Context: an optimization exercise on an open-source flow, tuned for small area, a short achievable clock period and few clock cycles. The choices shown serve that exercise and are no tape-out recipe. In this exercise RTL edits were held to simulation tests only and were not proved equivalent to the original.

## flow/design.v (module list and top-level ports; edited modules follow where they fit)
// module systolic_array: 139 lines
// module mac_lane0: 511 lines
// module mac_lane1: 511 lines
// module mac_lane2: 511 lines
// module mac_lane3: 511 lines
// module mac_lane4: 511 lines
module systolic_array #(
    parameter DATAWIDTH = 16,
    parameter N_SIZE = 5
) (
    input  wire                     clk,
    input  wire                     rst_n,
    input  wire                     valid_in,
    input  wire signed [N_SIZE*DATAWIDTH-1:0] matrix_a_in,
    input  wire signed [N_SIZE*DATAWIDTH-1:0] matrix_b_in,
    output reg  valid_out,
    output wire signed [N_SIZE*2*DATAWIDTH-1:0] matrix_c_out
);
  // ...
==> flow/flow/run.sh <==
#!/bin/bash
# Own layout flow:
#  1. the standard synthesis (standard.sh synth), unchanged;
#  2. flow/polarity.py: removes the inverters and buffers around the full
#     adders and XOR gates (full adders are self-dual, XOR/XNOR absorb input
#     inversions) and gives the high-fanout operand registers and the
#     accumulators a larger drive strength (same cell type);
#  3. flow/s2build.py: rebuilds each lane's accumulator stage (row-start
#     gating, 3:2 rows, Kogge-Stone adder) with hand-mapped cells, using
#     flow/s2map.json written by gen/gen2.py;
set -euo pipefail
MARGIN=6.2
R=orfs/results/sky130hd/systolic_array/base
bash standard.sh synth > log_synth.txt 2>&1
python3 flow/polarity.py $R/1_2_yosys.v > log_polarity.txt 2>&1
python3 flow/s2build.py $R/1_2_yosys.v flow/s2map.json > log_s2build.txt 2>&1
bash standard.sh SETUP_SLACK_MARGIN=$MARGIN "POST_GLOBAL_PLACE_TCL=$PWD/flow/inbuf.tcl" \
  "CTS_ARGS=-sink_clustering_enable -repair_clock_nets -sink_clustering_size 22 -sink_clustering_max_diameter 100 -dont_use_dummy_load" \
  "BUFFER_PORTS_ARGS=-buffer_cell sky130_fd_sc_hd__buf_2" finish > log_layout.txt 2>&1
test -f out/final.def
==> flow/flow/inbuf.tcl <==
# Hook sourced after global placement: the input port buffers drive short
# nets into registers with plenty of slack, so the smallest buffer will do.
foreach cell [get_cells -quiet input*] {
  if {[regexp {^input[0-9]+$} [get_full_name $cell]] && [get_property $cell ref_name] ne "sky130_fd_sc_hd__buf_1"} {
    replace_cell $cell sky130_fd_sc_hd__buf_1
  }
}
==> flow/flow/polarity.py <==
#!/usr/bin/env python3
"""Remove inverters around full adders in a Yosys sky130hd netlist.

A full adder is self-dual: complementing its three inputs complements both
outputs.  XOR/XNOR gates take either input polarity (swapping XOR for XNOR).
This pass gives every full adder and XOR gate a phase (output stored true or
complemented) so that as few inverters as possible are needed, removes the
netlist's inverters and re-inserts one where a pin still needs the other
polarity of a net.  Registers and every other cell are left as they are.

Buffers are removed as well (the layout's repair re-buffers by placement).
It also gives the high-fanout operand registers (B operands, Booth digit
registers) a stronger drive: same cell type, larger size.

usage: polarity.py NETLIST.v [keepbuf] [noupsize]  (rewritten in place;
       keepbuf: leave the synthesis buffers in place; noupsize: no register
       upsizing)
"""
import re
import sys
from collections import defaultdict

path = sys.argv[1]
KEEPBUF = 1 if "keepbuf" in sys.argv[2:] else 0
NOUPSIZE = 1 if "noupsize" in sys.argv[2:] else 0
text = open(path).read()
text = re.sub(r"\(\*.*?\*\)", "", text, flags=re.S)

m = re.search(r"^module\s+(\S+)\s*\(", text, re.M)
body_start = text.index(";", m.end()) + 1
end = text.rindex("endmodule")
header, body, tail = text[:body_start], text[body_start:end], text[end:]

# split body into statements
stmts = [s.strip() for s in body.split(";") if s.strip()]
decls, cells, others = [], [], []
cell_re = re.compile(r"^(\S+)\s+(\S+)\s*\((.*)\)$", re.S)
pin_re = re.compile(r"\.(\w+)\(\s*(.*?)\s*\)\s*(?:,|$)", re.S)
for s in stmts:
    if s.startswith(("wire", "input", "output", "reg")):
        decls.append(s)
        continue
    if s.startswith("assign"):
        others.append(s)
        continue
    mm = cell_re.match(s)
    if not mm or not mm.group(1).startswith("sky130_fd_sc_hd__"):
        others.append(s)
        continue
    typ, name, conns = mm.groups()
    pins = {}
    for p, n in pin_re.findall(conns):
        pins[p] = n.strip()
    cells.append({"type": typ, "name": name, "pins": pins})

OUTP = {"X", "Y", "Q", "Q_N", "SUM", "COUT", "HI", "LO"}
def base(t):
    return re.sub(r"^sky130_fd_sc_hd__", "", t)

def kind(c):
    b = base(c["type"])
    if re.match(r"(clk)?inv(lp)?_\d+$", b):
        return "inv"
    if KEEPBUF == 0 and re.match(r"(clk)?buf_\d+$", b):
        return "buf"
    if re.match(r"fa_\d+$", b):
        return "fa"
    if re.match(r"xn?or2_\d+$", b):
        return "xor"
    return "other"

driver = {}
loads = defaultdict(list)
for i, c in enumerate(cells):
    for p, n in c["pins"].items():
        if p in OUTP:
            driver[n] = (i, p)
        else:
            loads[n].append((i, p))
ports_out = set()
for d in decls:
    if d.startswith("output"):
        mm = re.match(r"output\s+(?:\[(\d+):(\d+)\]\s+)?(\S+)", d)
        hi, lo, nm = mm.groups()
        if hi is None:
            ports_out.add(nm)
        else:
            for k in range(int(lo), int(hi) + 1):
                ports_out.add(f"{nm}[{k}]")

def root(n):
    """Follow inverters and buffers back: (root net, parity)."""
    k = 0
    seen = 0
    while n in driver and kind(cells[driver[n][0]]) in ("inv", "buf") and seen < 64:
        if kind(cells[driver[n][0]]) == "inv":
            k ^= 1
        n = cells[driver[n][0]]["pins"]["A"]
        seen += 1
    return n, k

# sinks: every non-inverter cell input pin, and every output port
sinks = []  # (cell index or None, pin, port name, root net, parity)
for i, c in enumerate(cells):
    if kind(c) in ("inv", "buf"):
        continue
    for p, n in c["pins"].items():
        if p in OUTP:
            continue
        r, k = root(n)
        sinks.append((i, p, None, r, k))
# output ports driven through inverters
port_sinks = []
for n in ports_out:
    if n in driver and kind(cells[driver[n][0]]) in ("inv", "buf"):
        r, k = root(n)
        port_sinks.append((n, r, k))

phase = [0] * len(cells)   # for fa and xor cells
def src_phase(r):
    if r in driver:
        i = driver[r][0]
        if kind(cells[i]) in ("fa", "xor"):
            return phase[i]
    return 0

def need(s):
    i, p, _, r, k = s
    kd = kind(cells[i])
    if kd == "xor":
        return 0
    want = k ^ (phase[i] if kd == "fa" else 0)
    return want ^ src_phase(r)

sinks_by_root = defaultdict(list)
sinks_by_cell = defaultdict(list)
for s in sinks:
    sinks_by_root[s[3]].append(s)
    sinks_by_cell[s[0]].append(s)
port_by_root = defaultdict(list)
for ps in port_sinks:
    port_by_root[ps[1]].append(ps)

def root_cost(r):
    nd = any(need(s) for s in sinks_by_root[r])
    nd = nd or any(k ^ src_phase(r) for _, _, k in port_by_root[r])
    return 1 if nd else 0

def cell_cost(i):
    roots = set(s[3] for s in sinks_by_cell[i])
    c = cells[i]
    for p, n in c["pins"].items():
        if p in OUTP:
            roots.add(n)
    return sum(root_cost(r) for r in roots)

flippable = [i for i, c in enumerate(cells) if kind(c) in ("fa", "xor")]
total0 = sum(root_cost(r) for r in set(list(sinks_by_root) + list(port_by_root)))
for it in range(20):
    changed = 0
    for i in flippable:
        before = cell_cost(i)
        phase[i] ^= 1
        after = cell_cost(i)
        if after < before:
            changed += 1
        else:
            phase[i] ^= 1
    if not changed:
        break
total1 = sum(root_cost(r) for r in set(list(sinks_by_root) + list(port_by_root)))
ninv = sum(1 for c in cells if kind(c) == "inv")

# rewrite
new_cells = []
comp = {}
newwires = []
inv_type = "sky130_fd_sc_hd__inv_1"
def complement(r):
    if r not in comp:
        w = f"_pol{len(comp)}_"
        comp[r] = w
        newwires.append(w)
        new_cells.append({"type": inv_type, "name": f"_polinv{len(comp)}_",
                          "pins": {"A": r, "Y": w}})
    return comp[r]

def physical(r, want_comp):
    return complement(r) if want_comp else r

for s in sinks:
    i, p, _, r, k = s
    c = cells[i]
    kd = kind(c)
    if kd == "xor":
        # take the root net as it is, fold the polarity into the gate type
        pol = k ^ src_phase(r)
        c["pins"][p] = r
        c.setdefault("tog", 0)
        c["tog"] ^= pol
    else:
        c["pins"][p] = physical(r, need(s) == 1)
# xor cells: output polarity = original type ^ input toggles ^ phase
for i, c in enumerate(cells):
    if kind(c) != "xor":
        continue
    b = base(c["type"])
    is_xnor = b.startswith("xnor")
    drive = b.split("_")[1]
    outp = "Y" if is_xnor else "X"
    out = c["pins"].pop(outp)
    inv_now = is_xnor ^ c.get("tog", 0) ^ phase[i]
    if inv_now:
        c["type"] = f"sky130_fd_sc_hd__xnor2_{drive}"
        c["pins"]["Y"] = out
    else:
        c["type"] = f"sky130_fd_sc_hd__xor2_{drive}"
        c["pins"]["X"] = out
# output ports fed by inverters: drive the port from an inverter of the root
# (or a buffer-free connection is not possible: keep an inverter cell)
port_cells = []
for n, r, k in port_sinks:
    want = k ^ src_phase(r)
    if want:
        port_cells.append({"type": inv_type, "name": f"_polport{len(port_cells)}_",
                           "pins": {"A": r, "Y": n}})
    else:
        port_cells.append({"type": "sky130_fd_sc_hd__buf_1", "name": f"_polport{len(port_cells)}_",
                           "pins": {"A": r, "X": n}})

kept = [c for c in cells if kind(c) not in ("inv", "buf")]
UPSIZE = [(re.compile(r"^\\col\[\d\]\.b_st\[0\]\[\d+\]\$_DFF_P_$"), "sky130_fd_sc_hd__dfxtp_4"),
          (re.compile(r"^\\e[012]_\d\[\d\]\$_DFF_P_$"), "sky130_fd_sc_hd__dfxtp_2"),
          (re.compile(r"^\\lane\d\.acc\[\d+\]\$_DFF_P_$"), "sky130_fd_sc_hd__dfxtp_2")]
nup = 0
for c in kept:
    if NOUPSIZE or c["type"] != "sky130_fd_sc_hd__dfxtp_1":
        continue
    for rx, cell in UPSIZE:
        if rx.match(c["name"]):
            c["type"] = cell
            nup += 1
            break
out_cells = kept + new_cells + port_cells

def esc(n):
    return n + " " if n.startswith("\\") else n

def fmt(c):
    pins = ",\n".join(f"    .{p}({esc(n)})" for p, n in c["pins"].items())
    return f"  {c['type']} {c['name']} (\n{pins}\n  );"

# wires: keep declarations of nets still used, add new ones
used = set()
for c in out_cells:
    used.update(c["pins"].values())
lines = [header]
for d in decls:
    mm = re.match(r"wire\s+(?:\[\d+:\d+\]\s+)?(\S+)$", d)
    if mm and not d.startswith(("input", "output")):
        nm = mm.group(1)
        if nm not in used and not any(u.startswith(nm + "[") or u == nm for u in used) and not re.search(r"\[", d):
            continue
    lines.append(f"  {d} ;")
for w in newwires:
    lines.append(f"  wire {w};")
for o in others:
    lines.append(f"  {o} ;")
for c in out_cells:
    lines.append(fmt(c))
open(path, "w").write("\n".join(lines) + "\n" + tail)
print(f"polarity: {ninv} inverters before, {len(newwires)} after "
      f"(+{sum(1 for c in port_cells if 'inv' in c['type'])} at ports); "
      f"root cost {total0} -> {total1}; {nup} registers upsized")
==> flow/flow/s2map.json <==
{"W": 32, "K5": 1431764992, "acc": "bin", "stages": 2, "lanes": [{"lane": 0, "s1": [[0, 0], [1, 0], [2, 1], [3, 2], [4, 3], [5, 3], [6, 3], [7, 4], [8, 4], [9, 4], [10, 5], [11, 5], [12, 5], [13, 6], [14, 6], [15, 6], [16, 7], [17, 7], [18, 7], [19, 8], [20, 8], [21, 8], [22, 9], [23, 9], [24, 9], [25, 10], [26, 10], [27, 10], [28, 11], [29, 11], [30, 11], [31, 12], [32, 12], [33, 12], [34, 13], [35, 13], [36, 13], [37, 14], [38, 14], [39, 14], [40, 15], [41, 15], [42, 15], [43, 16], [44, 16], [45, 16], [46, 17], [47, 17], [48, 17], [49, 18], [50, 18], [51, 18], [52, 19], [53, 19], [54, 19], [55, 20], [56, 20], [57, 20], [58, 21], [59, 21], [60, 21], [61, 22], [62, 22], [63, 22], [64, 23], [65, 24], [66, 24], [67, 25], [68, 25], [69, 26], [70, 26], [71, 27], [72, 27], [73, 28], [74, 29], [75, 29], [76, 30]], "first": [[0, 0, 7, 0], [1, 8, 15, 1], [2, 16, 23, 0], [3, 24, 31, 1]]}, {"lane": 1, "s1": [[0, 0], [1, 0], [2, 1], [3, 2], [4, 3], [5, 3], [6, 3], [7, 4], [8, 4], [9, 4], [10, 5], [11, 5], [12, 5], [13, 6], [14, 6], [15, 6], [16, 7], [17, 7], [18, 7], [19, 8], [20, 8], [21, 8], [22, 9], [23, 9], [24, 9], [25, 10], [26, 10], [27, 10], [28, 11], [29, 11], [30, 11], [31, 12], [32, 12], [33, 12], [34, 13], [35, 13], [36, 13], [37, 14], [38, 14], [39, 14], [40, 15], [41, 15], [42, 15], [43, 16], [44, 16], [45, 16], [46, 17], [47, 17], [48, 17], [49, 18], [50, 18], [51, 18], [52, 19], [53, 19], [54, 19], [55, 20], [56, 20], [57, 20], [58, 21], [59, 21], [60, 21], [61, 22], [62, 22], [63, 22], [64, 23], [65, 24], [66, 24], [67, 25], [68, 25], [69, 26], [70, 26], [71, 27], [72, 27], [73, 28], [74, 29], [75, 29], [76, 30]], "first": [[0, 0, 7, 0], [1, 8, 15, 1], [2, 16, 23, 0], [3, 24, 31, 1]]}, {"lane": 2, "s1": [[0, 0], [1, 0], [2, 1], [3, 2], [4, 3], [5, 3], [6, 3], [7, 4], [8, 4], [9, 4], [10, 5], [11, 5], [12, 5], [13, 6], [14, 6], [15, 6], [16, 7], [17, 7], [18, 7], [19, 8], [20, 8], [21, 8], [22, 9], [23, 9], [24, 9], [25, 10], [26, 10], [27, 10], [28, 11], [29, 11], [30, 11], [31, 12], [32, 12], [33, 12], [34, 13], [35, 13], [36, 13], [37, 14], [38, 14], [39, 14], [40, 15], [41, 15], [42, 15], [43, 16], [44, 16], [45, 16], [46, 17], [47, 17], [48, 17], [49, 18], [50, 18], [51, 18], [52, 19], [53, 19], [54, 19], [55, 20], [56, 20], [57, 20], [58, 21], [59, 21], [60, 21], [61, 22], [62, 22], [63, 22], [64, 23], [65, 24], [66, 24], [67, 25], [68, 25], [69, 26], [70, 26], [71, 27], [72, 27], [73, 28], [74, 29], [75, 29], [76, 30]], "first": [[0, 0, 7, 0], [1, 8, 15, 1], [2, 16, 23, 0], [3, 24, 31, 1]]}, {"lane": 3, "s1": [[0, 0], [1, 0], [2, 1], [3, 2], [4, 3], [5, 3], [6, 3], [7, 4], [8, 4], [9, 4], [10, 5], [11, 5], [12, 5], [13, 6], [14, 6], [15, 6], [16, 7], [17, 7], [18, 7], [19, 8], [20, 8], [21, 8], [22, 9], [23, 9], [24, 9], [25, 10], [26, 10], [27, 10], [28, 11], [29, 11], [30, 11], [31, 12], [32, 12], [33, 12], [34, 13], [35, 13], [36, 13], [37, 14], [38, 14], [39, 14], [40, 15], [41, 15], [42, 15], [43, 16], [44, 16], [45, 16], [46, 17], [47, 17], [48, 17], [49, 18], [50, 18], [51, 18], [52, 19], [53, 19], [54, 19], [55, 20], [56, 20], [57, 20], [58, 21], [59, 21], [60, 21], [61, 22], [62, 22], [63, 22], [64, 23], [65, 24], [66, 24], [67, 25], [68, 25], [69, 26], [70, 26], [71, 27], [72, 27], [73, 28], [74, 29], [75, 29], [76, 30]], "first": [[0, 0, 7, 0], [1, 8, 15, 1], [2, 16, 23, 0], [3, 24, 31, 1]]}, {"lane": 4, "s1": [[0, 0], [1, 0], [2, 1], [3, 2], [4, 3], [5, 3], [6, 3], [7, 4], [8, 4], [9, 4], [10, 5], [11, 5], [12, 5], [13, 6], [14, 6], [15, 6], [16, 7], [17, 7], [18, 7], [19, 8], [20, 8], [21, 8], [22, 9], [23, 9], [24, 9], [25, 10], [26, 10], [27, 10], [28, 11], [29, 11], [30, 11], [31, 12], [32, 12], [33, 12], [34, 13], [35, 13], [36, 13], [37, 14], [38, 14], [39, 14], [40, 15], [41, 15], [42, 15], [43, 16], [44, 16], [45, 16], [46, 17], [47, 17], [48, 17], [49, 18], [50, 18], [51, 18], [52, 19], [53, 19], [54, 19], [55, 20], [56, 20], [57, 20], [58, 21], [59, 21], [60, 21], [61, 22], [62, 22], [63, 22], [64, 23], [65, 24], [66, 24], [67, 25], [68, 25], [69, 26], [70, 26], [71, 27], [72, 27], [73, 28], [74, 29], [75, 29], [76, 30]], "first": [[0, 0, 7, 0], [1, 8, 15, 1], [2, 16, 23, 0], [3, 24, 31, 1]]}]}
==> flow/standard.sh <==
#!/bin/bash
# synth_recipe.tcl (not shown) runs the flow's synth.tcl, then flattens the netlist and writes it again
# the make line also repeats each setting of config.mk as NAME=value (left out here)
make -C /OpenROAD-flow-scripts/flow DESIGN_CONFIG=/design/flow/config.mk WORK_HOME=/design/flow/orfs CLKGATE_MAP_FILE= SYNTH_SCRIPT=/design/flow/synth_recipe.tcl "${@:-finish}"
==> flow/config.mk <==
export PLATFORM = sky130hd
export DESIGN_NAME = systolic_array
export DESIGN_NICKNAME = systolic_array
export VERILOG_FILES = /design/flow/design.v
export SDC_FILE = /design/flow/constraint.sdc
export NUM_CORES = 8
export LEC_CHECK = 0
export CAP_MARGIN = 40
export CORE_MARGIN = 2
export CORE_UTILIZATION = 58
export CTS_CLUSTER_DIAMETER = 100
export CTS_CLUSTER_SIZE = 22
export SLEW_MARGIN = 40
export TNS_END_PERCENT = 10
==> flow/constraint.sdc <==
create_clock -name core_clock -period 9.0 [get_ports {clk}]
set_input_delay 1.8000 -clock core_clock [delete_from_list [all_inputs] [get_ports {clk}]]
set_output_delay 1.8000 -clock core_clock [all_outputs]
set_load 0.01 [all_outputs]
Not shown: flow/flow/s2build.py
==> run notes, run 1 <==
run status=timing/DRC/antenna clean; initial antenna violation count=15; port buffer count=323; met1 usage=42.5%; hold_sp=col[4].b_st[3][10]$_DFF_P_; commonest non-fill, non-tap cell in the layout=dfxtp_1; cts bufs inserted=73; HPWL Detailed=118000 um; yosys warns=18; final setup fails=0; Setup WS pre-CTS=5.54 ns; CP Buf/Inv Count=1; Hold WS=0.320 ns; Setup Fix Bufs, Post-CTS=6; CTS H-tree depth=3; hold path endpoint=col[4].b_st[4][10]$_DFF_P_; final critical-path share of the clock period=33.4%; r2r setup slk=6.07 ns; Clock Buffer Count=73; vias in the first global route=43500; Non-clock buffer share=3.23%; die area=112000 sq um; non-filler cells, final=7425; routed via count=42900; CP Launch Point=lane0.acc[18]$_DFF_P_; layout cells sized above 1=16.7%; Final Skew=0.0923 ns; Tmin final=3.01 ns; grt met3 use=5.61%; Highest Clock Rate=332 MHz
Testbench counts, summed over its fixed seeds: cycles 67,200.
==> run 2, diff against run 1 <==
--- a/flow/flow/run.sh
+++ b/flow/flow/run.sh
@@ -9,10 +9,10 @@
 #     gating, 3:2 rows, Kogge-Stone adder) with hand-mapped cells, using
 #     flow/s2map.json written by gen/gen2.py;
 set -euo pipefail
-MARGIN=6.2
+MARGIN=6.1
 R=orfs/results/sky130hd/systolic_array/base
 bash standard.sh synth > log_synth.txt 2>&1
-python3 flow/polarity.py $R/1_2_yosys.v > log_polarity.txt 2>&1
+python3 flow/polarity.py $R/1_2_yosys.v noupsize > log_polarity.txt 2>&1
 python3 flow/s2build.py $R/1_2_yosys.v flow/s2map.json > log_s2build.txt 2>&1
 bash standard.sh SETUP_SLACK_MARGIN=$MARGIN "POST_GLOBAL_PLACE_TCL=$PWD/flow/inbuf.tcl" \
   "CTS_ARGS=-sink_clustering_enable -repair_clock_nets -sink_clustering_size 22 -sink_clustering_max_diameter 100 -dont_use_dummy_load" \
--- a/flow/flow/polarity.py
+++ b/flow/flow/polarity.py
@@ -59,7 +59,7 @@
 
 def kind(c):
     b = base(c["type"])
-    if re.match(r"(clk)?inv(lp)?_\d+$", b):
+    if re.match(r"inv_\d+$", b):
         return "inv"
     if KEEPBUF == 0 and re.match(r"(clk)?buf_\d+$", b):
         return "buf"
@@ -231,7 +231,7 @@
 kept = [c for c in cells if kind(c) not in ("inv", "buf")]
 UPSIZE = [(re.compile(r"^\\col\[\d\]\.b_st\[0\]\[\d+\]\$_DFF_P_$"), "sky130_fd_sc_hd__dfxtp_4"),
           (re.compile(r"^\\e[012]_\d\[\d\]\$_DFF_P_$"), "sky130_fd_sc_hd__dfxtp_2"),
-          (re.compile(r"^\\lane\d\.acc\[\d+\]\$_DFF_P_$"), "sky130_fd_sc_hd__dfxtp_2")]
+          (re.compile(r"^\\lane\d\.acc\[\d+\]\$_DFF_P_$"), "sky130_fd_sc_hd__dfxtp_4")]
 nup = 0
 for c in kept:
     if NOUPSIZE or c["type"] != "sky130_fd_sc_hd__dfxtp_1":
==> run notes, run 2 <==
run status=timing/DRC/antenna clean (unchanged); # nets final=6817 (was 6806); Regs by FF count=col.b_st: 400 flops, a_st: 320 flops (unchanged); placed inst area=66300 sq um (was 66600 sq um); # DRC=0 (unchanged); post-route ant nets=0 (unchanged); Max transition margin=40.4% (was 43.1%); CP Cell Sequence=buf_2 (was buf_6); Avg Cell Area, Syn=11.3 sq um (was 11.4 sq um); Setup Crit Path Kind=reg2out (unchanged); HPWL Detailed=117000 um (was 118000 um); first-pass GRT wire length=259000 um (was 260000 um); Die X=333 um (was 334 um); row count=120 (was 121); Worst Setup Slack, final=5.99 ns (about the same); cts bufs inserted=73 (unchanged); final setup fails=0 (unchanged); Largest Register=col.b_st (unchanged); post-detailed-route wirelength per cell=22.5 um (was 22.9 um); Setup crit end kind=primary output (unchanged); routed via count=42600 (was 42900); Final Skew=0.0617 ns (was 0.0923 ns); max-capacitance violation count=0 (unchanged); max reg flops=400 (unchanged); CP Buf/Inv Count=1 (unchanged); Worst EP required=7.20 ns (about the same); final wirelength=167000 um (was 170000 um); Overflow after GRT=0 (unchanged); initial DRC count=3344 (was 3559); FILL cells=8716 (was 8803); Fin. Hold Viols=0 (unchanged); CTS tree=done (unchanged); reg2reg start=e2_3[6]$_DFF_P_ (was e1_4[3]$_DFF_P_); routed vias/inst=5.74 (was 5.78); Initial Utilization=58.5% (was 58.3%); largest net degree at the start of global routing=69 (unchanged); total track usage=30.2% (about the same); cells on worst reg2reg path=7 (was 6); Worst Max-Slew Pin Slew=0.893 ns (was 0.853 ns); area of all placed cells without fillers=69300 sq um (was 70300 sq um); Synth Net Count=6350 (unchanged); r2r setup slk=6.01 ns (was 6.07 ns); Final Slew Violations=0 (unchanged); clock slew seen by the registers of the worst setup and hold paths=0.09 ns (about the same); crit path DAT=1.21 ns (about the same); CP top delay family=flip-flops (unchanged); # hold bufs at CTS=0 (unchanged); CTS Buffer Depth=3 (unchanged); initial antenna violation count=8 (was 15); Clock Tree Root=clkbuf_16 (unchanged); layout cells sized above 1=11.2% (was 16.7%); CTS H-tree depth=3 (unchanged); clock latency (worst-skew pair)=0.68 ns (was 0.71 ns); hold_sp=col[1].b_st[2][4]$_DFF_P_ (was col[4].b_st[3][10]$_DFF_P_); die area=111000 sq um (was 112000 sq um); Area growth syn-to-layout=10.7% (was 11.2%); Fin Setup TNS=0 ns (unchanged); vias in the first global route=44200 (was 43500); Clock Sinks=1360 (unchanged); CP peak stage delay=0.42 ns (was 0.38 ns); # IOs=324 (unchanged); Setup WS pre-CTS=5.54 ns (about the same); Worst R2R End=lane3.s1[50]$_DFF_P_ (was lane4.s1[64]$_DFF_P_); yosys warns=18 (unchanged); Post-Synthesis Cells=5555 (unchanged); Synth Cell Area=62600 sq um (was 63200 sq um); hold path endpoint=col[1].b_st[3][4]$_DFF_P_ (was col[4].b_st[4][10]$_DFF_P_); Worst Setup Start Kind=register (unchanged); worst-path fanout max=2 (unchanged); CP max-delay cell=dfxtp_1 (was dfxtp_4); RSZ-0062 raised after global routing=yes (unchanged); port buffer count=323 (unchanged); Hold Path Class=reg2reg (unchanged); commonest non-fill, non-tap cell in the layout=dfxtp_1 (unchanged); Placeable Area=107000 sq um (was 109000 sq um); final critical-path share of the clock period=33.4% (about the same); DRT Pass-1 Iters=6 (was 7); Tmin final=3.01 ns (about the same); Highest Clock Rate=333 MHz (was 332 MHz); WHS Path Cells=0 (unchanged); die height=333 um (was 334 um); most frequent cells in the layout=dfxtp_1, xnor2_1, fa_1 (unchanged)
[run 2: cell count changes in the layout (fill, tap and decap cells not counted), sizes merged]
| cell | before | now |
|---|---|---|
| buf | 399 | 412 |
| clkbuf | 75 | 73 |
| clkinv | 0 | 3 |
| diode | 2 | 5 |
| inv | 227 | 224 |
| xnor2 | 714 | 726 |
| xor2 | 354 | 342 |
[run 2: area by class of cell]
cell class              instances  area [sq um]  area share, %
multi-input cells            3948         35200           50.8
well taps                    1403          1760           2.53
inverters                     227           852           1.23
diodes                          5          12.5         0.0180
flip-flops and latches       1360         27400           39.5
clock buffers                  73          1830           2.64
repair buffers                412          2260           3.26
[run 2: through the flow]
stage               utilization, %  hold slack (ns)  instances
floorplan                        -            0.310       5555
global placement              62.1            0.310       7327
detailed placement            62.0            0.312       7327
CTS                           63.9            0.308       7409
global route                  64.7            0.308       7424
finish                        64.8            0.302       7428
[run 2: timing repair]
item,4_1_cts,5_1_grt
setup buffers,9,14
pin swaps,0,12
gates resized for setup,95,121
endpoints found under the setup margin,304,333
[run 2: routing by layer]
metal	global-route usage [%]	routed length [um]	share of wire, %
met1	40.7	72200	43
met2	49.3	78000	47
met3	6.01	12300	7.3
met4	8.88	4960	3.0
met5	0	48	0.029
[run 2: worst max path at each step]
stage / start / to / slack, ns / cells after the start
after CTS: lane0.acc[26]$_DFF_P_ / matrix_c_out[26] / 5.98 / 1
final: lane3.acc[20]$_DFF_P_ / matrix_c_out[116] / 5.99 / 1
after floorplan: e1_4[3]$_DFF_P_ / lane0.s1[47]$_DFF_P_ / 5.64 / 6
after global placement: valid_in / first_1[3]$_DFF_P_ / 5.40 / 6
after detailed placement: e1_4[0]$_DFF_P_ / lane0.s1[44]$_DFF_P_ / 5.54 / 7
after global routing: e2_3[6]$_DFF_P_ / lane3.s1[50]$_DFF_P_ / 5.92 / 7

[port drivers added, routing unchanged]
How much do the figures lean on ideal ports? The routed layouts below were timed once more, with nothing changed but the port constraints. Step 1, drivers: a clkbuf_16 drives clk and a buf_2 each remaining input, both assumed. Step 2 also shifts input and output timing later by t, the mid clock arrival at the registers, as if the neighbouring blocks saw the same clock. a / b / c = no drivers / after step 1 / after step 2; a / b = the first two.
run | shift t [ns] | slack for setup (ns) | worst hold slack (ns)
run 1 | 0.741 | 5.990 / 5.912 / 5.646 | 0.320 / 0.320 / 0.320
run 2 | 0.734 | 5.994 / 5.916 / 5.651 | 0.302 / 0.302 / 0.302
After both steps setup and hold are still met in every run listed. For run 1, which loses most, drivers alone change the setup slack by -0.078 ns; drivers and shift together by -0.344 ns.
